What follows belongs to an exercise in optimizing a design on an open flow for small area; a production flow would make more cautious choices. RTL that was checked went through simulation tests only; none was proved equivalent to the original. Only the layout flow was run in runs 4 and 5; the RTL was not checked for function there. Power figures rest on the tool's default switching activity, not on a simulated workload.

## flow/flow/run.sh

```bash
#!/bin/bash
# Standard ORFS layout, with single-size port buffers and a clock tree
# built without dummy loads.
set -euo pipefail
bash standard.sh \
  BUFFER_PORTS_ARGS="-buffer_cell sky130_fd_sc_hd__buf_1" \
  CTS_ARGS="-sink_clustering_enable -repair_clock_nets -dont_use_dummy_load -buf_list sky130_fd_sc_hd__clkbuf_8 -sink_clustering_size 40 -sink_clustering_max_diameter 150" \
  finish > orfs_flow.log 2>&1
```

## flow/standard.sh

```bash
#!/bin/bash
# synth_recipe.tcl (not shown) runs the flow's synth.tcl, then flattens the netlist and writes it again
# the make line also repeats each setting of config.mk as NAME=value (left out here)
make -C /OpenROAD-flow-scripts/flow DESIGN_CONFIG=/design/flow/config.mk WORK_HOME=/design/flow/orfs CLKGATE_MAP_FILE= SYNTH_SCRIPT=/design/flow/synth_recipe.tcl "${@:-finish}"
```

## flow/config.mk

```make
export PLATFORM = sky130hd
export DESIGN_NAME = fifo
export DESIGN_NICKNAME = fifo
export VERILOG_FILES = /design/flow/design.v
export SDC_FILE = /design/flow/constraint.sdc
export NUM_CORES = 4
export LEC_CHECK = 0
export CAP_MARGIN = 20
export CORE_MARGIN = 2
export CORE_UTILIZATION = 60
export SLEW_MARGIN = 20
export SYNTH_HIERARCHICAL = 1
export SYNTH_MINIMUM_KEEP_SIZE = 0
```

## flow/constraint.sdc

```tcl
create_clock -name core_clock -period 4.0 [get_ports {clk}]
set_input_delay 0.8000 -clock core_clock [delete_from_list [all_inputs] [get_ports {clk}]]
set_output_delay 0.8000 -clock core_clock [all_outputs]
set_load 0.01 [all_outputs]
```

## flow/design.v

```verilog
module fifo_rsel (
  input        rd,
  input  [3:0] rp,
  output [15:0] s,
  output       h
);
  genvar i;
  generate
    for (i = 0; i < 16; i = i + 1) begin : g
      assign s[i] = rd & (rp == i);
    end
  endgenerate
  assign h = ~rd;
endmodule
module fifo_aoi222 (
  input  a1, a2, b1, b2, c1, c2,
  output y
);
  assign y = ~((a1 & a2) | (b1 & b2) | (c1 & c2));
endmodule
module fifo_aoi22 (
  input  a1, a2, b1, b2,
  output y
);
  assign y = ~((a1 & a2) | (b1 & b2));
endmodule
module fifo_nand6 (
  input  [5:0] a,
  output       y
);
  assign y = ~&a;
endmodule
module fifo_rbit (
  input  [15:0] s,
  input         h,
  input  [15:0] d,
  input         q,
  output        y
);
  wire [5:0] n;
  genvar k;
  generate
    for (k = 0; k < 5; k = k + 1) begin : g
      fifo_aoi222 u_aoi (.a1(s[3*k]), .a2(d[3*k]), .b1(s[3*k+1]), .b2(d[3*k+1]),
                         .c1(s[3*k+2]), .c2(d[3*k+2]), .y(n[k]));
    end
  endgenerate
  fifo_aoi22 u_last (.a1(s[15]), .a2(d[15]), .b1(h), .b2(q), .y(n[5]));
  fifo_nand6 u_or (.a(n), .y(y));
endmodule
module fifo_wdec (
  input        wr,
  input  [3:0] wp,
  output [15:0] we
);
  genvar i;
  generate
    for (i = 0; i < 16; i = i + 1) begin : g
      assign we[i] = wr & (wp == i);
    end
  endgenerate
endmodule
module fifo_ha (
  input  a, b,
  output s, c
);
  assign s = a ^ b;
  assign c = a & b;
endmodule
module fifo_inc (
  input        en,
  input  [3:0] p,
  output [3:0] pn
);
  wire c0, c1, c2;
  fifo_ha u0 (.a(p[0]), .b(en), .s(pn[0]), .c(c0));
  fifo_ha u1 (.a(p[1]), .b(c0), .s(pn[1]), .c(c1));
  fifo_ha u2 (.a(p[2]), .b(c1), .s(pn[2]), .c(c2));
  assign pn[3] = p[3] ^ c2;
endmodule
module fifo_flags (
  input  [3:0] wpn,
  input  [3:0] rpn,
  input        wr,
  input        rd,
  input        full,
  input        empty,
  output       full_n,
  output       empty_n
);
  wire eq = (wpn == rpn);
  assign full_n  = eq & ~rd & (wr | full);
  assign empty_n = eq & ~wr & (rd | empty);
endmodule
module fifo (
  clk,
  resetN,
  write_en,
  read_en,
  data_in,
  data_out,
  full,
  empty
);
  input        clk;
  input        resetN;
  input        write_en;
  input        read_en;
  input  [7:0] data_in;
  output [7:0] data_out;
  output       full;
  output       empty;
  reg [7:0] data_out;
  reg       full;
  reg       empty;
  reg [127:0] ram;
  reg [3:0]   wp;
  reg [3:0]   rp;
  wire wr = write_en & ~full;
  wire rd = read_en & ~empty;
  wire [15:0] we;
  wire [15:0] s;
  wire        h;
  wire [3:0]  wpn;
  wire [3:0]  rpn;
  wire        full_n;
  wire        empty_n;
  wire [7:0]  dnext;
  fifo_wdec  u_wdec  (.wr(wr), .wp(wp), .we(we));
  fifo_rsel  u_rsel  (.rd(rd), .rp(rp), .s(s), .h(h));
  fifo_inc   u_winc  (.en(wr), .p(wp), .pn(wpn));
  fifo_inc   u_rinc  (.en(rd), .p(rp), .pn(rpn));
  fifo_flags u_flags (.wpn(wpn), .rpn(rpn), .wr(wr), .rd(rd), .full(full), .empty(empty),
                      .full_n(full_n), .empty_n(empty_n));
  genvar i, b;
  generate
    for (b = 0; b < 8; b = b + 1) begin : g_bit
      wire [15:0] col;
      for (i = 0; i < 16; i = i + 1) begin : g_col
        assign col[i] = ram[8*i + b];
      end
      fifo_rbit u_rbit (.s(s), .h(h), .d(col), .q(data_out[b]), .y(dnext[b]));
    end
    for (i = 0; i < 16; i = i + 1) begin : g_row
      always @(posedge clk) begin
        if (we[i]) ram[8*i +: 8] <= data_in;
      end
    end
  endgenerate
  always @(posedge clk or negedge resetN) begin
    if (!resetN) begin
      data_out <= 8'd0;
      full     <= 1'b0;
      empty    <= 1'b1;
      wp       <= 4'd0;
      rp       <= 4'd0;
    end else begin
      data_out <= dnext;
      full     <= full_n;
      empty    <= empty_n;
      wp       <= wpn;
      rp       <= rpn;
    end
  end
endmodule
```

==> results of run 1 <==
==> metal layers <==
layer	global-route usage	part of all wire	wire, um
met1	0.381	0.40	4620
met2	0.368	0.48	5480
met3	0.0709	0.10	1150
met4	0.0769	0.017	195
met5	0	0	0
==> Yosys stat by module (local to each module, per instance), a selection <==
module / flip-flops and latches / cells
fifo: 146 / 148
fifo_aoi22: 0 / 1
fifo_wdec: 0 / 23
fifo_ha: 0 / 1
fifo_nand6: 0 / 2
fifo_flags: 0 / 9
fifo_inc: 0 / 1
fifo_rsel: 0 / 24
fifo_aoi222: 0 / 1
==> metrics by stage <==
| stage | util | std cells | hold WS, ns | setup slack (ns) | cell area (um2) |
|---|---|---|---|---|---|
| global placement | 0.642 | 409 | 0.455 | 1.24 | 5570 |
| finish | 0.669 | 426 | 0.321 | 1.63 | 5800 |
| global route | 0.669 | 426 | 0.332 | 1.49 | 5800 |
| CTS | 0.669 | 426 | 0.318 | 1.65 | 5800 |
| detailed placement | 0.642 | 409 | 0.462 | 1.24 | 5570 |
| floorplan | - | 276 | 0.447 | 1.85 | 5320 |
==> power by group <==
group	internal (uW)	total, uW	switching, uW
Clock	374	806	432
Sequential	1900	2060	157
Combinational	284	770	486
Total	2560	3630	1070
==> final timing paths <==
kind,cells past startpoint,slack (ns),startpoint,end
setup / recovery,7,1.63,read_en,data_out[3]$_DFF_PN0_
hold / removal,1,0.32,resetN,rp[2]$_DFF_PN0_
setup reg to reg,6,1.72,empty$_DFF_PN1_,data_out[3]$_DFF_PN0_
hold reg to reg,2,0.47,ram[32]$_DFFE_PP_,data_out[0]$_DFF_PN0_
max in group asynchronous,1,3.31,resetN,empty$_DFF_PN1_
min in group core_clock,2,0.47,ram[32]$_DFFE_PP_,data_out[0]$_DFF_PN0_
==> state kept, by name (all words and copies together) (netlist names) <==
register / flops
data_out: 8
full: 1
empty: 1
rp: 4
wp: 4
ram: 128
==> placed cells by master (no fill, tap or decap), drive strengths merged <==
| cell type | instances |
|---|---|
| edfxtp | 128 |
| nor3 | 10 |
| inv | 1 |
| nand3 | 10 |
| nor2b | 2 |
| dfstp | 1 |
| buf | 25 |
| a22oi | 8 |
| a222oi | 40 |
| xor2 | 2 |
| or3b | 2 |
| clkbuf | 17 |
| xnor2 | 4 |
| nand2b | 4 |
| nor2 | 26 |
| nand4 | 1 |
| dfrtp | 17 |
| ha | 6 |
| and4 | 8 |
| nand2 | 2 |
| nand3b | 4 |
==> cell type report <==
| cell class | instances | share of cell area |
|---|---|---|
| Tap cell | 108 | 0.0233 |
| Sequential cell | 146 | 0.740 |
| Multi-Input combinational cell | 129 | 0.177 |
| Timing Repair Buffer | 25 | 0.0190 |
| Clock buffer | 17 | 0.0403 |
| Inverter | 1 | 0.000647 |
==> cells by family after synthesis <==
group | synth area share
and+or+nand+nor | 0.0745
DFF | 0.807
xor gates and xnor gates | 0.00987
adders and majority gates | 0.0141
AOI/OAI and AO/OA | 0.0940
buffers and inverters | 0.000704
==> worst max-delay path, cell delays in order <==
cell and delay, ns:
buf_1 0.07, nor2b_4 0.24, nand3b_1 0.17, nor3_1 0.85, a222oi_1 0.22, and4_1 0.27, nand3_1 0.09
==> flow_metrics.tcl, run 1 <==
set metrics [dict create \
    status "timing/DRC/antenna clean" \
    setup_viol 0 \
    cts_tree "yes" \
    ys_top_cells_by_area "edfxtp_1 (72%), dfrtp_1 (8.0%), a222oi_1 (7.5%), a22oi_2 (1.9%), nor2_1 (1.8%)" \
    synthArstFlopShare 0.123 \
    ir_drop_mv 0.369 \
    synth_flop_cell "edfxtp_1" \
    fin_crit_ns 2.37 \
    cts_max_level 4 \
    globalplace.congestion 0.798 \
    syn_area_mm2 0.00532 \
    multi_input_area_mm2 0.00102 \
    syn_nets 294 \
    coreArea_mm2 0.00868 \
    nNetsFinal 338 \
    yosysTopAreaCell "edfxtp_1" \
    syn-instance-count 276 \
    fin_crit_sh 0.594 \
    ys_types 20 \
    yosys-top-cells-count "edfxtp_1 (128), a222oi_1 (40), nor2_1 (26), dfrtp_1 (17), nand3_1 (10)" \
    synth_edf_count 128 \
    dieArea_mm2 0.00964 \
    vias 2957 \
    grt_pass1_wl_um 17200 \
    drt_iter0_drc 337 \
    worstPathMaxFanout 8 \
    seq_area_frac_synth 0.807 \
    routedWlPerCell_um 26.9 \
    grt_max_degree 19 \
    rows 34 \
    grt_pass1_vias 2854 \
    synth_top_area_frac 0.722 \
    final_antenna_net_count 0 \
    hold_buffers 0 \
    power_leakage_uw 0.00184 \
    required_ns 4.35 \
    min_path_type "in -> async" \
    rsz0062_at_grt "no" \
    crit_arrival_ns 2.73 \
    power_uw 3630 \
    area_delta_synth_final_pct 9.00 \
    slew_headroom 0.274 \
    wirelength_um 11400 \
    cts_root_buffer "clkbuf_8" \
    drive_gt1_frac 0.116 \
    end_kind "register" \
    worst_slew_pin_slew_ns 1.08 \
    viasPerCell 6.94 \
    dpl.hpwl_um 7360 \
    overflow 0 \
    cts_setup_buffers 0 \
    cap_violations 0 \
    grt_usage 0.253 \
    ff_latch_area_mm2 0.00430 \
    die_h_um 98.2 \
    path_class "in -> reg" \
    finalClockSkew_ns 0.0286 \
    die_width_um 98.2 \
    cts_buffers 17 \
    avgSynthCellArea_um2 19.3 \
    antenna_cells 0 \
    cp-start-kind "input pin" \
    path_clk_slew_ns 0.09 \
    start_util 0.613 \
    cts.sinks 146 \
    timing.final.max_slew_violations 0 \
    fin_tns_setup_ns 0 \
    antenna_found_initial 0 \
    post_cts_resized 0 \
    yosys_warnings 7 \
    portBuffers 21 \
    clock.fmax_ghz 0.421 \
    max-clock-path-buffers 2 \
    power_density_mw_per_mm2 626 \
    insertion_delay_ns 0.44 \
    hold_viol_final 0 \
    ys_ff_latch 146 \
    drc_errors 0 \
    yosysMostFrequentCell "edfxtp_1" \
    ioPinCount 22 \
    dr.pass1.iters 5 \
    nFillCells 619 \
]
==> inputs of run 2 (changes only) <==
==> flow/run.sh (new file) <==
#!/bin/bash
# synth_recipe.tcl (not shown) runs the flow's synth.tcl, then flattens the netlist and writes it again
# the make line also repeats each setting of config.mk as NAME=value (left out here)
make -C /OpenROAD-flow-scripts/flow DESIGN_CONFIG=/design/flow/config.mk WORK_HOME=/design/flow/orfs CLKGATE_MAP_FILE= SYNTH_SCRIPT=/design/flow/synth_recipe.tcl finish
removed: flow/flow/run.sh
removed: flow/standard.sh
==> flow_metrics.tcl, run 2 <==
set metrics [dict create \
    drive_gt1_frac 0.150 \
    dpl.hpwl_um 7400 \
    worst_slew_pin_slew_ns 0.960 \
    ff2ff_path_depth 7 \
    yosys-top-cells-count "edfxtp_1 (128), a222oi_1 (40), nor2_1 (26), dfrtp_1 (17), nand3_1 (10)" \
    ys_types 20 \
    avgSynthCellArea_um2 19.3 \
    crit_arrival_ns 2.98 \
    antenna_cells 0 \
    min_path_type "reg -> reg" \
    yosysMostFrequentCell "edfxtp_1" \
    top_regs "ram x128, data_out x8" \
    hp-start "ram[33]$_DFFE_PP_" \
    wirelength_um 11600 \
    ys_top_cells_by_area "edfxtp_1 (72%), dfrtp_1 (8.0%), a222oi_1 (7.5%), a22oi_2 (1.9%), nor2_1 (1.8%)" \
    cp-start-kind "input pin" \
    finalClockSkew_ns 0.00517 \
    yosysTopAreaCell "edfxtp_1" \
    routedWlPerCell_um 26.2 \
    layout_common_cells "edfxtp_1 (128), a222oi_1 (40), nor2_1 (26), clkdlybuf4s50_1 (21), dfrtp_1 (17)" \
    ys_ff_latch 146 \
    cpMostUsedCell "nand3_1" \
    ir_drop_mv 0.384 \
    hold_buffers 0 \
    largest-register "ram" \
    synth_top_area_frac 0.722 \
    max-clock-path-buffers 2 \
    crit_path_start "read_en" \
    dpl_cell_area_mm2 0.00571 \
    synth_edf_count 128 \
    grt_pass1_wl_um 17400 \
    switching_share 0.277 \
    cts_setup_buffers 0 \
    die_width_um 98.2 \
    grt_pass1_vias 2967 \
    rsz0062_at_grt "no" \
    setup_viol 0 \
    cts.sinks 146 \
    synthArstFlopShare 0.123 \
    nNetsFinal 339 \
    combPwrFrac 0.189 \
    cts_root_buffer "clkbuf_8" \
    cts_buffers 17 \
    path_cells "clkdlybuf4s50_1 > nor2b_4 > nand3_1 > nor2_1 > a22oi_2 > and4_1 > nand3_1" \
    drt_iter0_drc 427 \
    pwr-share-clk 0.347 \
    worstPathMaxFanout 8 \
    final_common_cell "edfxtp_1" \
    p_seq_frac 0.464 \
    seq_area_frac_synth 0.807 \
    power_density_mw_per_mm2 702 \
    internal-power_uw 3200 \
    grt_max_degree 19 \
    timing.final.max_slew_violations 0 \
    fin_tns_setup_ns 0 \
    ff_latch_area_mm2 0.00430 \
    viasPerCell 6.76 \
    vias 2987 \
    path_clk_slew_ns 0.06 \
    p_sw_uw 1230 \
    hold_viol_final 0 \
    cts_max_level 4 \
    finalInstanceArea_mm2 0.00629 \
    area_delta_synth_final_pct 18.2 \
    synth_flop_cell "edfxtp_1" \
    fin_crit_ns 2.54 \
    dr.pass1.iters 6 \
    hold_ws_ns 0.474 \
    end_kind "register" \
    insertion_delay_ns 0.51 \
    syn_area_mm2 0.00532 \
    drc_errors 0 \
    portBuffers 21 \
    syn_nets 294 \
    post_cts_resized 0 \
    cts_tree "yes" \
    worstHoldPathCells 2 \
    ioPinCount 22 \
    overflow 0 \
    die_h_um 98.2 \
    cp_slowest_stage_delay_ns 0.72 \
    antenna_found_initial 0 \
    rows 34 \
    status "timing/DRC/antenna clean" \
    largest_reg_flops 128 \
    globalplace.congestion 0.817 \
    dieArea_mm2 0.00964 \
    slew_headroom 0.358 \
    start_util 0.613 \
    worst_slack_ns 1.46 \
    cap_violations 0 \
    final_antenna_net_count 0 \
    coreArea_mm2 0.00868 \
    yosys_warnings 7 \
    syn-instance-count 276 \
    clock.fmax_ghz 0.394 \
    required_ns 4.44 \
    grt_usage 0.255 \
    path_class "in -> reg" \
    power_leakage_uw 0.00205 \
    multi_input_area_mm2 0.00103 \
    fin_crit_sh 0.634 \
    crit_path_top_delay_cell "nor2_1" \
    place_ws_ns 0.817 \
    reg2reg_from "empty$_DFF_PN1_" \
    nFillCells 560 \
]
## run 2: cell type report
class,instances,share of cell area
Clock buffer,19,0.0670
Clock inverter,13,0.0256
Inverter,1,0.000596
Multi-Input combinational cell,129,0.164
Sequential cell,146,0.682
Tap cell,108,0.0215
Timing Repair Buffer,26,0.0394
## run 2: routing by layer
layer / wire length (um) / vias up / part of all wire / global-route usage
met1: 4560 / 1521 / 0.39 / 0.368
met2: 5650 / 155 / 0.49 / 0.380
met4: 265 / 0 / 0.023 / 0.0885
li1: - / 1291 / - / -
met3: 1120 / 20 / 0.096 / 0.0759
met5: 0 / - / 0 / 0
## run 2: kinds of logic after synthesis
logic type      after synthesis  synth area share
fa+ha+maj                     6            0.0141
xor+xnor                      6           0.00987
simple gates                 69            0.0745
flops                       146             0.807
buf+inv                       1          0.000704
compound gates               48            0.0940
## run 2: power groups by stage
stage | Sequential (uW) | Clock [uW] | Combinational [uW]
2_1_floorplan | 2050 | 0 | 486
3_3_place_gp | 2070 | 0 | 821
3_5_place_dp | 2070 | 0 | 831
5_1_grt | 2070 | 1610 | 902
4_1_cts | 2050 | 1550 | 834
6_report | 2050 | 1540 | 835
## run 2: per-module statistics from Yosys, one instance, submodules excluded, a selection
module	copies in the design	flops+latches
fifo_rsel	1	0
fifo_flags	1	0
fifo_aoi222	40	0
fifo_aoi22	8	0
fifo_wdec	1	0
fifo_nand6	8	0
fifo	1	146
## run 2: worst paths after layout
kind	to	slack, ns
worst max-delay path	data_out[1]$_DFF_PN0_	1.46
worst min-delay path	data_out[1]$_DFF_PN0_	0.47
worst max register to register	data_out[4]$_DFF_PN0_	1.83
worst min register to register	data_out[1]$_DFF_PN0_	0.47
max in group asynchronous	wp[3]$_DFF_PN0_	2.59
min in group asynchronous	data_out[6]$_DFF_PN0_	0.82
## run 2: worst max-delay path: cells and delay by family
family / cells / cell delay, ns
buf+inv: 1 / 0.46
simple gates: 5 / 1.49
compound gates: 1 / 0.23
## run 2: metrics by stage
step,instances,total power (uW),util
floorplan,276,2540,-
global placement,410,2890,0.658
detailed placement,410,2900,0.658
CTS,442,4430,0.725
global route,442,4590,0.725
finish,442,4420,0.725
==> inputs of run 3 (changes only) <==
==> flow/flow/run.sh (new file) <==
#!/bin/bash
# Standard ORFS layout, with single-size port buffers and a clock tree
# built without dummy loads.
set -euo pipefail
bash standard.sh \
  BUFFER_PORTS_ARGS="-buffer_cell sky130_fd_sc_hd__buf_1" \
  CTS_ARGS="-sink_clustering_enable -repair_clock_nets -dont_use_dummy_load -buf_list {sky130_fd_sc_hd__clkbuf_4 sky130_fd_sc_hd__clkbuf_8} -sink_clustering_size 40 -sink_clustering_max_diameter 150" \
  finish > orfs_flow.log 2>&1
==> flow/standard.sh (new file) <==
#!/bin/bash
# synth_recipe.tcl (not shown) runs the flow's synth.tcl, then flattens the netlist and writes it again
# the make line also repeats each setting of config.mk as NAME=value (left out here)
make -C /OpenROAD-flow-scripts/flow DESIGN_CONFIG=/design/flow/config.mk WORK_HOME=/design/flow/orfs CLKGATE_MAP_FILE= SYNTH_SCRIPT=/design/flow/synth_recipe.tcl "${@:-finish}"
--- a/flow/config.mk
+++ b/flow/config.mk
@@ -7,7 +7,7 @@
 export LEC_CHECK = 0
 export CAP_MARGIN = 20
 export CORE_MARGIN = 2
-export CORE_UTILIZATION = 60
+export CORE_UTILIZATION = 75
 export SLEW_MARGIN = 20
 export SYNTH_HIERARCHICAL = 1
 export SYNTH_MINIMUM_KEEP_SIZE = 0
removed: flow/run.sh
==> flow_metrics.tcl, run 3 <==
set metrics [dict create \
    rr_endpoint "data_out[0]$_DFF_PN0_" \
    start_util 0.779 \
    antenna_cells 0 \
    die_width_um 88.3 \
    insertion_delay_ns 0.43 \
    end_kind "register" \
    coreArea_mm2 0.00683 \
    ff2ff_path_depth 6 \
    slew_headroom 0.241 \
    ioPinCount 22 \
    grt_max_degree 19 \
    top_regs "ram x128, data_out x8" \
    required_ns 4.34 \
    ys_ff_latch 146 \
    ff_latch_area_mm2 0.00430 \
    crit_path_start "read_en" \
    rsz0062_at_grt "no" \
    yosys-top-cells-count "edfxtp_1 (128), a222oi_1 (40), nor2_1 (26), dfrtp_1 (17), nand3_1 (10)" \
    power_density_mw_per_mm2 626 \
    path_clk_slew_ns 0.06 \
    grt_pass1_wl_um 17300 \
    ys_top_cells_by_area "edfxtp_1 (72%), dfrtp_1 (8.0%), a222oi_1 (7.5%), a22oi_2 (1.9%), nor2_1 (1.8%)" \
    layout_common_cells "edfxtp_1 (128), a222oi_1 (40), nor2_1 (26), buf_1 (20)" \
    cts.sinks 146 \
    dr.pass1.iters 8 \
    power_leakage_uw 0.00183 \
    seq_area_frac_synth 0.807 \
    rows 30 \
    multi_input_area_mm2 0.00103 \
    power_uw 3620 \
    synth-compound-area-share 0.0940 \
    dpl_cell_area_mm2 0.00554 \
    cts_tree "yes" \
    ir_drop_mv 0.530 \
    pwr-share-clk 0.221 \
    yosys_warnings 7 \
    synth_edf_count 128 \
    grt_usage 0.330 \
    portBuffers 21 \
    synth.mux.area_fraction 0 \
    routedWlPerCell_um 28.1 \
    area_delta_synth_final_pct 8.53 \
    largest_reg_flops 128 \
    hold_viol_final 0 \
    grt.met2_usage 0.506 \
    synth_top_family_by_area "compound AO/OA/AOI/OAI gates" \
    cp_slowest_stage_delay_ns 0.79 \
    dpl.hpwl_um 7960 \
    cap_violations 0 \
    combPwrFrac 0.209 \
    cts_buffers 17 \
    reg2reg_from "empty$_DFF_PN1_" \
    crit_arrival_ns 2.66 \
    crit_path_top_delay_cell "nor3_1" \
    die_h_um 88.3 \
    synthArstFlopShare 0.123 \
    synth_flop_cell "edfxtp_1" \
    final_antenna_net_count 0 \
    switching_share 0.293 \
    worstPathMaxFanout 8 \
    crit_buf_inv 1 \
    timing.final.max_slew_violations 0 \
    setup_viol 0 \
    overflow 0 \
    final_common_cell "edfxtp_1" \
    finalInstanceArea_mm2 0.00578 \
    max-clock-path-buffers 2 \
    avgSynthCellArea_um2 19.3 \
    largest-register "ram" \
    min_path_type "in -> async" \
    viasPerCell 7.43 \
    p_sw_uw 1060 \
    cts_root_buffer "clkbuf_8" \
    path_class "in -> reg" \
    cp_top_family "simple AND/OR/NAND/NOR gates" \
    busiest_layer "met2" \
    globalplace.congestion 0.972 \
    synth_top_area_frac 0.722 \
    syn_area_mm2 0.00532 \
    ys_types 20 \
    status "timing/DRC/antenna clean" \
    vias 3060 \
    synth-simple-area-share 0.0745 \
    clock.fmax_ghz 0.431 \
    grt_pass1_vias 2931 \
    dieArea_mm2 0.00779 \
    fin_tns_setup_ns 0 \
    grt_use_met3 0.112 \
    worst_slew_pin_slew_ns 1.13 \
    fin_crit_sh 0.580 \
    drive_gt1_frac 0.114 \
    use_met1 0.456 \
    path_cells "buf_1 > nor2b_4 > nand3b_1 > nor3_1 > a222oi_1 > and4_1 > nand3_1" \
    drc_errors 0 \
    cts_max_level 4 \
    internal-power_uw 2560 \
    finalClockSkew_ns 0.0193 \
    cp-start-kind "input pin" \
    nFillCells 343 \
    nNetsFinal 336 \
    drt_iter0_drc 644 \
    syn-instance-count 276 \
    post_cts_resized 0 \
    fin_crit_ns 2.32 \
    yosysTopAreaCell "edfxtp_1" \
    wirelength_um 11600 \
    antenna_found_initial 0 \
    cts_setup_buffers 0 \
    p_seq_frac 0.570 \
    synth_adder_area_share 0.0141 \
    syn_nets 294 \
    reg2reg_slack_ns 1.78 \
    hold_buffers 0 \
    yosysMostFrequentCell "edfxtp_1" \
    synth_xor_area_frac 0.00987 \
]
[run 3: power groups by stage]
| stage | Sequential, uW | Combinational, uW | Clock [uW] |
|---|---|---|---|
| finish | 2060 | 755 | 801 |
| global route | 2080 | 815 | 863 |
| CTS | 2050 | 748 | 807 |
| detailed placement | 2080 | 739 | 0 |
| global placement | 2080 | 709 | 0 |
| floorplan | 2050 | 486 | 0 |
[run 3: area by class of cell]
type / count / share of cell area
repair buffers: 23 / 0.0165
flip-flops and latches: 146 / 0.743
inverters: 1 / 0.000650
well taps: 96 / 0.0208
multi-input cells: 129 / 0.178
clock buffers: 17 / 0.0405
[run 3: metal layers]
layer | vias to the layer above | share of wire
met5 | - | 0
met4 | 0 | 0.025
met3 | 38 | 0.12
met2 | 239 | 0.50
met1 | 1512 | 0.36
li1 | 1271 | -
[run 3: stage by stage]
stage | hold slack (ns) | worst slack (ns) | utilization | cells
floorplan | 0.447 | 1.85 | - | 276
global placement | 0.467 | 1.42 | 0.811 | 395
global route | 0.351 | 1.54 | 0.846 | 412
finish | 0.328 | 1.68 | 0.846 | 412
CTS | 0.511 | 1.73 | 0.845 | 412
detailed placement | 0.474 | 1.35 | 0.811 | 395
[run 3: cell families after synthesis]
logic type      after synthesis
compound gates               48
fa+ha+maj                     6
simple gates                 69
flops                       146
buf+inv                       1
xor+xnor                      6
[run 3: modules after synthesis, one instance, submodules excluded, a selection]
module | times used | cells inside | cell area, um2
fifo | 1 | 148 | 4320
fifo_aoi22 | 8 | 1 | 12.5
fifo_aoi222 | 40 | 1 | 10.0
fifo_flags | 1 | 9 | 58.8
fifo_ha | 6 | 1 | 12.5
fifo_inc | 2 | 1 | 8.76
fifo_nand6 | 8 | 2 | 13.8
fifo_rsel | 1 | 24 | 121
fifo_wdec | 1 | 23 | 118
[run 3: worst reg2reg max path, cell delays in order (launching register included)]
cell	delay, ns
dfstp_2	0.39
nor2b_4	0.20
nand3b_1	0.16
nor3_1	0.79
a222oi_1	0.25
and4_1	0.27
nand3_1	0.08
[run 3: how the worst max path moves through the flow]
stage	end	slack, ns	cells after the start
CTS	data_out[0]$_DFF_PN0_	1.73	7
global route	data_out[0]$_DFF_PN0_	1.54	7
floorplan	ram[10]$_DFFE_PP_	1.85	3
global placement	data_out[7]$_DFF_PN0_	1.42	7
finish	data_out[0]$_DFF_PN0_	1.68	7
detailed placement	data_out[0]$_DFF_PN0_	1.35	7
==> inputs of run 4 (changes only) <==
--- a/flow/design.v
+++ b/flow/design.v
@@ -12,24 +12,6 @@
   endgenerate
   assign h = ~rd;
 endmodule
-module fifo_aoi222 (
-  input  a1, a2, b1, b2, c1, c2,
-  output y
-);
-  assign y = ~((a1 & a2) | (b1 & b2) | (c1 & c2));
-endmodule
-module fifo_aoi22 (
-  input  a1, a2, b1, b2,
-  output y
-);
-  assign y = ~((a1 & a2) | (b1 & b2));
-endmodule
-module fifo_nand6 (
-  input  [5:0] a,
-  output       y
-);
-  assign y = ~&a;
-endmodule
 module fifo_rbit (
   input  [15:0] s,
   input         h,
@@ -37,16 +19,7 @@
   input         q,
   output        y
 );
-  wire [5:0] n;
-  genvar k;
-  generate
-    for (k = 0; k < 5; k = k + 1) begin : g
-      fifo_aoi222 u_aoi (.a1(s[3*k]), .a2(d[3*k]), .b1(s[3*k+1]), .b2(d[3*k+1]),
-                         .c1(s[3*k+2]), .c2(d[3*k+2]), .y(n[k]));
-    end
-  endgenerate
-  fifo_aoi22 u_last (.a1(s[15]), .a2(d[15]), .b1(h), .b2(q), .y(n[5]));
-  fifo_nand6 u_or (.a(n), .y(y));
+  assign y = (|(s & d)) | (h & q);
 endmodule
 module fifo_wdec (
   input        wr,
@@ -60,23 +33,12 @@
     end
   endgenerate
 endmodule
-module fifo_ha (
-  input  a, b,
-  output s, c
-);
-  assign s = a ^ b;
-  assign c = a & b;
-endmodule
 module fifo_inc (
   input        en,
   input  [3:0] p,
   output [3:0] pn
 );
-  wire c0, c1, c2;
-  fifo_ha u0 (.a(p[0]), .b(en), .s(pn[0]), .c(c0));
-  fifo_ha u1 (.a(p[1]), .b(c0), .s(pn[1]), .c(c1));
-  fifo_ha u2 (.a(p[2]), .b(c1), .s(pn[2]), .c(c2));
-  assign pn[3] = p[3] ^ c2;
+  assign pn = p + {3'd0, en};
 endmodule
 module fifo_flags (
   input  [3:0] wpn,
==> flow/run.sh (new file) <==
#!/bin/bash
# synth_recipe.tcl (not shown) runs the flow's synth.tcl, then flattens the netlist and writes it again
# the make line also repeats each setting of config.mk as NAME=value (left out here)
make -C /OpenROAD-flow-scripts/flow DESIGN_CONFIG=/design/flow/config.mk WORK_HOME=/design/flow/orfs CLKGATE_MAP_FILE= SYNTH_SCRIPT=/design/flow/synth_recipe.tcl finish
--- a/flow/config.mk
+++ b/flow/config.mk
@@ -7,7 +7,7 @@
 export LEC_CHECK = 0
 export CAP_MARGIN = 20
 export CORE_MARGIN = 2
-export CORE_UTILIZATION = 75
+export CORE_UTILIZATION = 40
 export SLEW_MARGIN = 20
 export SYNTH_HIERARCHICAL = 1
 export SYNTH_MINIMUM_KEEP_SIZE = 0
removed: flow/flow/run.sh
removed: flow/standard.sh
==> flow_metrics.tcl, run 4 <==
set metrics [dict create \
    drt_iter0_drc 310 \
    slew_headroom 0.280 \
    avgSynthCellArea_um2 18.0 \
    cts_buffers 17 \
    rsz0062_at_grt "no" \
    fin_crit_ns 2.74 \
    hold_buffers 0 \
    hp-start "ram[113]$_DFFE_PP_" \
    area_delta_synth_final_pct 19.1 \
    viasPerCell 5.58 \
    busiest_layer "met2" \
    cts_root_buffer "clkbuf_16" \
    fin_tns_setup_ns 0 \
    worstPathMaxFanout 8 \
    grt_use_met3 0.0476 \
    synth_flop_cell "edfxtp_1" \
    top_regs "ram x128, data_out x8" \
    overflow 0 \
    fin_crit_sh 0.686 \
    cts_max_level 4 \
    dr.pass1.iters 5 \
    crit_path_top_delay_cell "nor2_1" \
    worstHoldPathCells 2 \
    reg2reg_from "empty$_DFF_PN1_" \
    required_ns 4.34 \
    die_width_um 120 \
    ff2ff_path_depth 6 \
    min_path_type "reg -> reg" \
    use_met1 0.237 \
    yosys-top-cells-count "edfxtp_1 (128), a22oi_1 (32), nor2_1 (26), dfrtp_1 (17)" \
    syn-instance-count 302 \
    crit_arrival_ns 3.08 \
    cts_setup_buffers 0 \
    reg2reg_slack_ns 1.75 \
    routedWlPerCell_um 22.5 \
    end_kind "register" \
    final_common_cell "edfxtp_1" \
    max-clock-path-buffers 2 \
    grt_usage 0.179 \
    synthArstFlopShare 0.123 \
    wirelength_um 12100 \
    power_density_mw_per_mm2 680 \
    clock.fmax_ghz 0.365 \
    syn_area_mm2 0.00543 \
    drc_errors 0 \
    synth_top_area_frac 0.708 \
    ir_drop_mv 0.304 \
    ioPinCount 22 \
    path_class "in -> reg" \
    antenna_cells 0 \
    seq_area_frac_synth 0.792 \
    layout_common_cells "edfxtp_1 (128), a22oi_1 (32), nor2_1 (26), clkdlybuf4s50_1 (21)" \
    vias 2997 \
    yosys_warnings 7 \
    dpl.hpwl_um 7790 \
    dieArea_mm2 0.0145 \
    grt_pass1_vias 3002 \
    finalClockSkew_ns 0.0123 \
    portBuffers 21 \
    status "timing/DRC/antenna clean" \
    final_antenna_net_count 0 \
    cap_violations 0 \
    post_cts_resized 0 \
    antenna_found_initial 0 \
    rr_endpoint "data_out[5]$_DFF_PN0_" \
    path_cells "clkdlybuf4s50_1 > nor2b_4 > or3b_4 > nor2_1 > a22oi_1 > and3_1 > nand3_1" \
    coreArea_mm2 0.0132 \
    cts_tree "yes" \
    dpl_cell_area_mm2 0.00590 \
    synth_edf_count 128 \
    setup_viol 0 \
    grt.met2_usage 0.292 \
    grt_max_degree 19 \
    die_h_um 120 \
    worst_slew_pin_slew_ns 1.07 \
    worstHoldEndpoint "data_out[1]$_DFF_PN0_" \
    hold_viol_final 0 \
    globalplace.congestion 0.787 \
    rows 42 \
    power_uw 4390 \
    cp-start-kind "input pin" \
    yosysMostFrequentCell "edfxtp_1" \
    largest-register "ram" \
    largest_reg_flops 128 \
    ys_types 24 \
    timing.final.max_slew_violations 0 \
    syn_nets 318 \
    power_leakage_uw 0.00211 \
    ys_ff_latch 146 \
    insertion_delay_ns 0.41 \
    cts.sinks 146 \
    yosysTopAreaCell "edfxtp_1" \
    grt_pass1_wl_um 18400 \
    utilization 0.488 \
    finalInstanceArea_mm2 0.00646 \
    start_util 0.410 \
    ys_top_cells_by_area "edfxtp_1 (71%), dfrtp_1 (7.8%), a22oi_1 (4.4%), a221oi_2 (2.2%), nor2_1 (1.8%)" \
    drive_gt1_frac 0.144 \
    nFillCells 1131 \
    cp_slowest_stage_delay_ns 0.61 \
    path_clk_slew_ns 0.06 \
    nNetsFinal 364 \
]
-- run 4: cell count changes after synthesis, sizes merged, moves of 8 or more --
| cell | previous run | this run |
|---|---|---|
| nand2 | 2 | 10 |
| a22oi | 8 | 32 |
| and3 | 0 | 8 |
| a221oi | 0 | 16 |
| a222oi | 40 | 8 |
| a22o | 0 | 8 |
| and4 | 8 | 0 |
-- run 4: cells by family (layout without fill, tap and decap cells) --
family / Yosys count / count (layout) / share of synthesized area
adder cells (fa/ha/maj): 4 / 4 / 0.00922
AND/OR/NAND/NOR: 79 / 79 / 0.0786
XOR/XNOR: 8 / 8 / 0.0129
flip-flops: 146 / 146 / 0.792
buffers and inverters: 1 / 60 / 0.000691
AO/OA/AOI/OAI: 64 / 64 / 0.107
-- run 4: critical path, delay by kind of cell --
| kind | cells | cell delay, ns |
|---|---|---|
| compound gates | 1 | 0.20 |
| simple gates | 5 | 1.63 |
| buf+inv | 1 | 0.45 |
-- run 4: stage by stage --
step | std cells | hold WS (ns) | worst slack (ns)
global placement | 505 | 0.473 | 0.861
floorplan | 302 | 0.447 | 1.54
global route | 537 | 0.520 | 1.14
CTS | 537 | 0.490 | 1.28
detailed placement | 505 | 0.478 | 0.858
finish | 537 | 0.491 | 1.26
-- run 4: per-layer routing --
layer,vias up,part of all wire,wire (um)
li1,1351,-,-
met1,1548,0.45,5410
met2,89,0.50,5990
met3,9,0.046,554
met4,0,0.0079,95
met5,-,0,0
-- run 4: power breakdown --
| part | total (uW) | internal [uW] | switching, uW |
|---|---|---|---|
| logic | 860 | 363 | 497 |
| clock network | 1480 | 902 | 579 |
| registers | 2050 | 1900 | 153 |
| total | 4390 | 3160 | 1230 |
-- run 4: how the worst max path moves through the flow --
stage | from | to | slack, ns | cells past startpoint
after detailed placement | read_en | data_out[5]$_DFF_PN0_ | 0.86 | 7
after global routing | read_en | data_out[6]$_DFF_PN0_ | 1.14 | 8
after global placement | read_en | data_out[5]$_DFF_PN0_ | 0.86 | 7
after floorplan | read_en | data_out[0]$_DFF_PN0_ | 1.54 | 6
after CTS | read_en | data_out[5]$_DFF_PN0_ | 1.28 | 7
final | read_en | data_out[5]$_DFF_PN0_ | 1.26 | 7
-- run 4: modules after synthesis (local to each module, per instance) --
| module | copies in the design | area [um2] | flip-flops and latches | cells |
|---|---|---|---|---|
| fifo_rsel | 1 | 121 | 0 | 24 |
| fifo_flags | 1 | 58.8 | 0 | 9 |
| fifo | 1 | 4320 | 146 | 148 |
| fifo_inc | 2 | 52.6 | 0 | 5 |
| fifo_wdec | 1 | 118 | 0 | 23 |
| fifo_rbit | 8 | 87.6 | 0 | 11 |
-- run 4: layout make-up --
| class | count | area (um2) | share of cell area |
|---|---|---|---|
| clock inverters | 9 | 83.8 | 0.0130 |
| clock buffers | 23 | 478 | 0.0739 |
| inverters | 1 | 3.75 | 0.000581 |
| repair buffers | 27 | 255 | 0.0395 |
| well taps | 176 | 220 | 0.0341 |
| multi-input cells | 155 | 1130 | 0.174 |
| flip-flops and latches | 146 | 4300 | 0.665 |
==> inputs of run 5 (changes only) <==
--- a/flow/config.mk
+++ b/flow/config.mk
@@ -8,6 +8,9 @@
 export CAP_MARGIN = 20
 export CORE_MARGIN = 2
 export CORE_UTILIZATION = 40
+export CTS_BUF_LIST = sky130_fd_sc_hd__clkbuf_4 sky130_fd_sc_hd__clkbuf_8
+export CTS_CLUSTER_DIAMETER = 100
+export CTS_CLUSTER_SIZE = 40
 export SLEW_MARGIN = 20
 export SYNTH_HIERARCHICAL = 1
 export SYNTH_MINIMUM_KEEP_SIZE = 0
==> flow_metrics.tcl, run 5 <==
set metrics [dict create \
    path_cells "clkdlybuf4s50_1 > nor2b_4 > nand3_1 > nor3_1 > a22oi_1 > nand2_1 > a221oi_1 > nand3_1" \
    hp-start "ram[114]$_DFFE_PP_" \
    min_path_type "reg -> reg" \
    worst_slew_pin_slew_ns 1.17 \
    vias 3007 \
    wirelength_um 12100 \
    synth-compound-area-share 0.107 \
    worstHoldEndpoint "data_out[2]$_DFF_PN0_" \
    layout_common_cells "edfxtp_1 (128), a22oi_1 (32), nor2_1 (26), clkdlybuf4s50_1 (21), clkbuf_8 (20)" \
    synth.mux.area_fraction 0 \
    ys_ff_latch 146 \
    ys_top_cells_by_area "edfxtp_1 (71%), dfrtp_1 (7.8%), a22oi_1 (4.4%), a221oi_2 (2.2%), nor2_1 (1.8%)" \
    drt_iter0_drc 319 \
    drive_gt1_frac 0.152 \
    seq_area_frac_synth 0.792 \
    path_clk_slew_ns 0.08 \
    insertion_delay_ns 0.43 \
    cts_setup_buffers 0 \
    dieArea_mm2 0.0145 \
    antenna_found_initial 0 \
    clock.fmax_ghz 0.365 \
    ir_drop_mv 0.282 \
    cts_tree "yes" \
    nFillCells 1146 \
    syn-instance-count 302 \
    power_leakage_uw 0.00203 \
    die_width_um 120 \
    timing.final.max_slew_violations 0 \
    required_ns 4.37 \
    crit_path_top_delay_cell "nor3_1" \
    power_density_mw_per_mm2 637 \
    cap_violations 0 \
    worstHoldPathCells 2 \
    yosysTopAreaCell "edfxtp_1" \
    grt_max_degree 19 \
    dpl_cell_area_mm2 0.00590 \
    end_kind "register" \
    rsz0062_at_grt "no" \
    worstPathMaxFanout 8 \
    synth-simple-area-share 0.0786 \
    finalClockSkew_ns 0.0117 \
    cts_max_level 4 \
    avgSynthCellArea_um2 18.0 \
    reg2reg_from "empty$_DFF_PN1_" \
    fin_crit_sh 0.685 \
    syn_area_mm2 0.00543 \
    slew_headroom 0.213 \
    die_h_um 120 \
    rows 42 \
    synth_adder_area_share 0.00922 \
    ioPinCount 22 \
    globalplace.congestion 0.787 \
    rr_endpoint "data_out[6]$_DFF_PN0_" \
    post_cts_resized 0 \
    overflow 0 \
    setup_viol 0 \
    crit_arrival_ns 3.11 \
    cp-start-kind "input pin" \
    cpMostUsedCell "nand3_1" \
    area_delta_synth_final_pct 15.8 \
    dr.pass1.iters 5 \
    ff2ff_path_depth 7 \
    yosysMostFrequentCell "edfxtp_1" \
    fin_crit_ns 2.74 \
    synth_top_area_frac 0.708 \
    synth_flop_cell "edfxtp_1" \
    syn_nets 318 \
    synth_edf_count 128 \
    drc_errors 0 \
    portBuffers 21 \
    hold_viol_final 0 \
    start_util 0.410 \
    finalInstanceArea_mm2 0.00628 \
    largest_reg_flops 128 \
    cp_slowest_stage_delay_ns 0.92 \
    grt_pass1_wl_um 18300 \
    path_class "in -> reg" \
    grt_usage 0.177 \
    ys_types 24 \
    viasPerCell 5.60 \
    routedWlPerCell_um 22.6 \
    hold_buffers 0 \
    top_regs "ram x128, data_out x8" \
    nNetsFinal 364 \
    final_common_cell "edfxtp_1" \
    antenna_cells 0 \
    coreArea_mm2 0.0132 \
    synth_top_family_by_area "compound AO/OA/AOI/OAI gates" \
    grt_pass1_vias 2974 \
    reg2reg_slack_ns 1.72 \
    cts_buffers 17 \
    largest-register "ram" \
    final_antenna_net_count 0 \
    max-clock-path-buffers 2 \
    yosys_warnings 7 \
    yosys-top-cells-count "edfxtp_1 (128), a22oi_1 (32), nor2_1 (26), dfrtp_1 (17)" \
    fin_tns_setup_ns 0 \
    synthArstFlopShare 0.123 \
    synth_xor_area_frac 0.0129 \
    crit_path_start "read_en" \
    dpl.hpwl_um 7790 \
    cts.sinks 146 \
    status "timing/DRC/antenna clean" \
    cts_root_buffer "clkbuf_8" \
]
run 5: stage by stage:
| step | power [uW] | setup WS [ns] | util | hold WS (ns) | std cells |
|---|---|---|---|---|---|
| finish | 4000 | 1.26 | 0.474 | 0.487 | 537 |
| global route | 4190 | 1.20 | 0.474 | 0.524 | 537 |
| detailed placement | 2950 | 0.858 | 0.446 | 0.478 | 505 |
| CTS | 4020 | 1.32 | 0.474 | 0.488 | 537 |
| floorplan | 2580 | 1.54 | - | 0.447 | 302 |
| global placement | 2930 | 0.861 | 0.446 | 0.473 | 505 |
run 5: critical path: cells and delay by family:
family / cells / cell delay (ns)
AND/OR/NAND/NOR: 5 / 1.57
buffers and inverters: 1 / 0.45
AO/OA/AOI/OAI: 2 / 0.27
run 5: cells by family (layout without fill, tap and decap cells):
kind of cell,after synthesis,in the layout
AO/OA/AOI/OAI,64,64
XOR/XNOR,8,8
adder cells (fa/ha/maj),4,4
buffers and inverters,1,60
flip-flops,146,146
AND/OR/NAND/NOR,79,79
run 5: worst max path at each step:
stage,depth (start not counted),to,slack [ns]
finish,8,data_out[6]$_DFF_PN0_,1.26
global route,8,data_out[3]$_DFF_PN0_,1.20
CTS,7,data_out[5]$_DFF_PN0_,1.32
detailed placement,7,data_out[5]$_DFF_PN0_,0.86
global placement,7,data_out[5]$_DFF_PN0_,0.86
floorplan,6,data_out[0]$_DFF_PN0_,1.54
run 5: cell type report:
type	instances	area [um2]	area share
Multi-Input combinational cell	155	1130	0.179
Clock buffer	23	298	0.0474
Tap cell	176	220	0.0350
Inverter	1	3.75	0.000597
Timing Repair Buffer	27	255	0.0406
Sequential cell	146	4300	0.684
Clock inverter	9	83.8	0.0133
run 5: layer usage:
metal | part of all wire | GRT usage
met5 | 0 | 0
met4 | 0.0084 | 0.0523
met3 | 0.059 | 0.0420
met2 | 0.49 | 0.287
met1 | 0.44 | 0.239
run 5: power by group:
group / internal [uW] / switching [uW] / total (uW)
registers: 1900 / 153 / 2050
logic: 363 / 501 / 864
clock network: 559 / 527 / 1090
total: 2820 / 1180 / 4000
run 5: per-module statistics from Yosys, one instance, submodules excluded:
module / flip-flops and latches / copies in the design / cells inside / area [um2]
fifo_flags: 0 / 1 / 9 / 58.8
fifo: 146 / 1 / 148 / 4320
fifo_wdec: 0 / 1 / 23 / 118
fifo_rbit: 0 / 8 / 11 / 87.6
fifo_inc: 0 / 2 / 5 / 52.6
fifo_rsel: 0 / 1 / 24 / 121

re-timing with driven ports:
The flow's constraints put no driver on any port. The routed layouts listed below were extracted and timed again, unchanged, in two steps.
Step 1, drivers: a clkbuf_16 drives clk and a buf_2 each remaining input, both assumed.
Step 2 times the ports against the registers' clock, not the clock port: input delays grow and output delays shrink by t, the midpoint of the rising clock arrivals with the driver on.
a / b / c = ideal ports / drivers / drivers and shift; a / b = the first two.
| run | shift t [ns] | slack for setup (ns) | worst setup path after step 2 | slew at the worst register clock pin (ns) | worst slew at a driven data input, ns |
|---|---|---|---|---|---|
| run 1 | 0.450 | 1.625 / 1.635 / 1.185 | input to register | 0.09 / 0.09 | 0.03 |
| run 2 | 0.542 | 1.463 / 1.473 / 0.931 | input to register | 0.06 / 0.06 | 0.03 |
| run 3 | 0.447 | 1.681 / 1.682 / 1.236 | input to register | 0.07 / 0.07 | 0.03 |
| run 4 | 0.445 | 1.258 / 1.275 / 0.830 | input to register | 0.06 / 0.06 | 0.03 |
| run 5 | 0.462 | 1.260 / 1.273 / 0.811 | input to register | 0.08 / 0.08 | 0.03 |
After both steps every run listed still meets setup and hold. For run 2, which loses most, drivers alone change the setup slack by +0.010 ns; drivers and shift together by -0.532 ns.
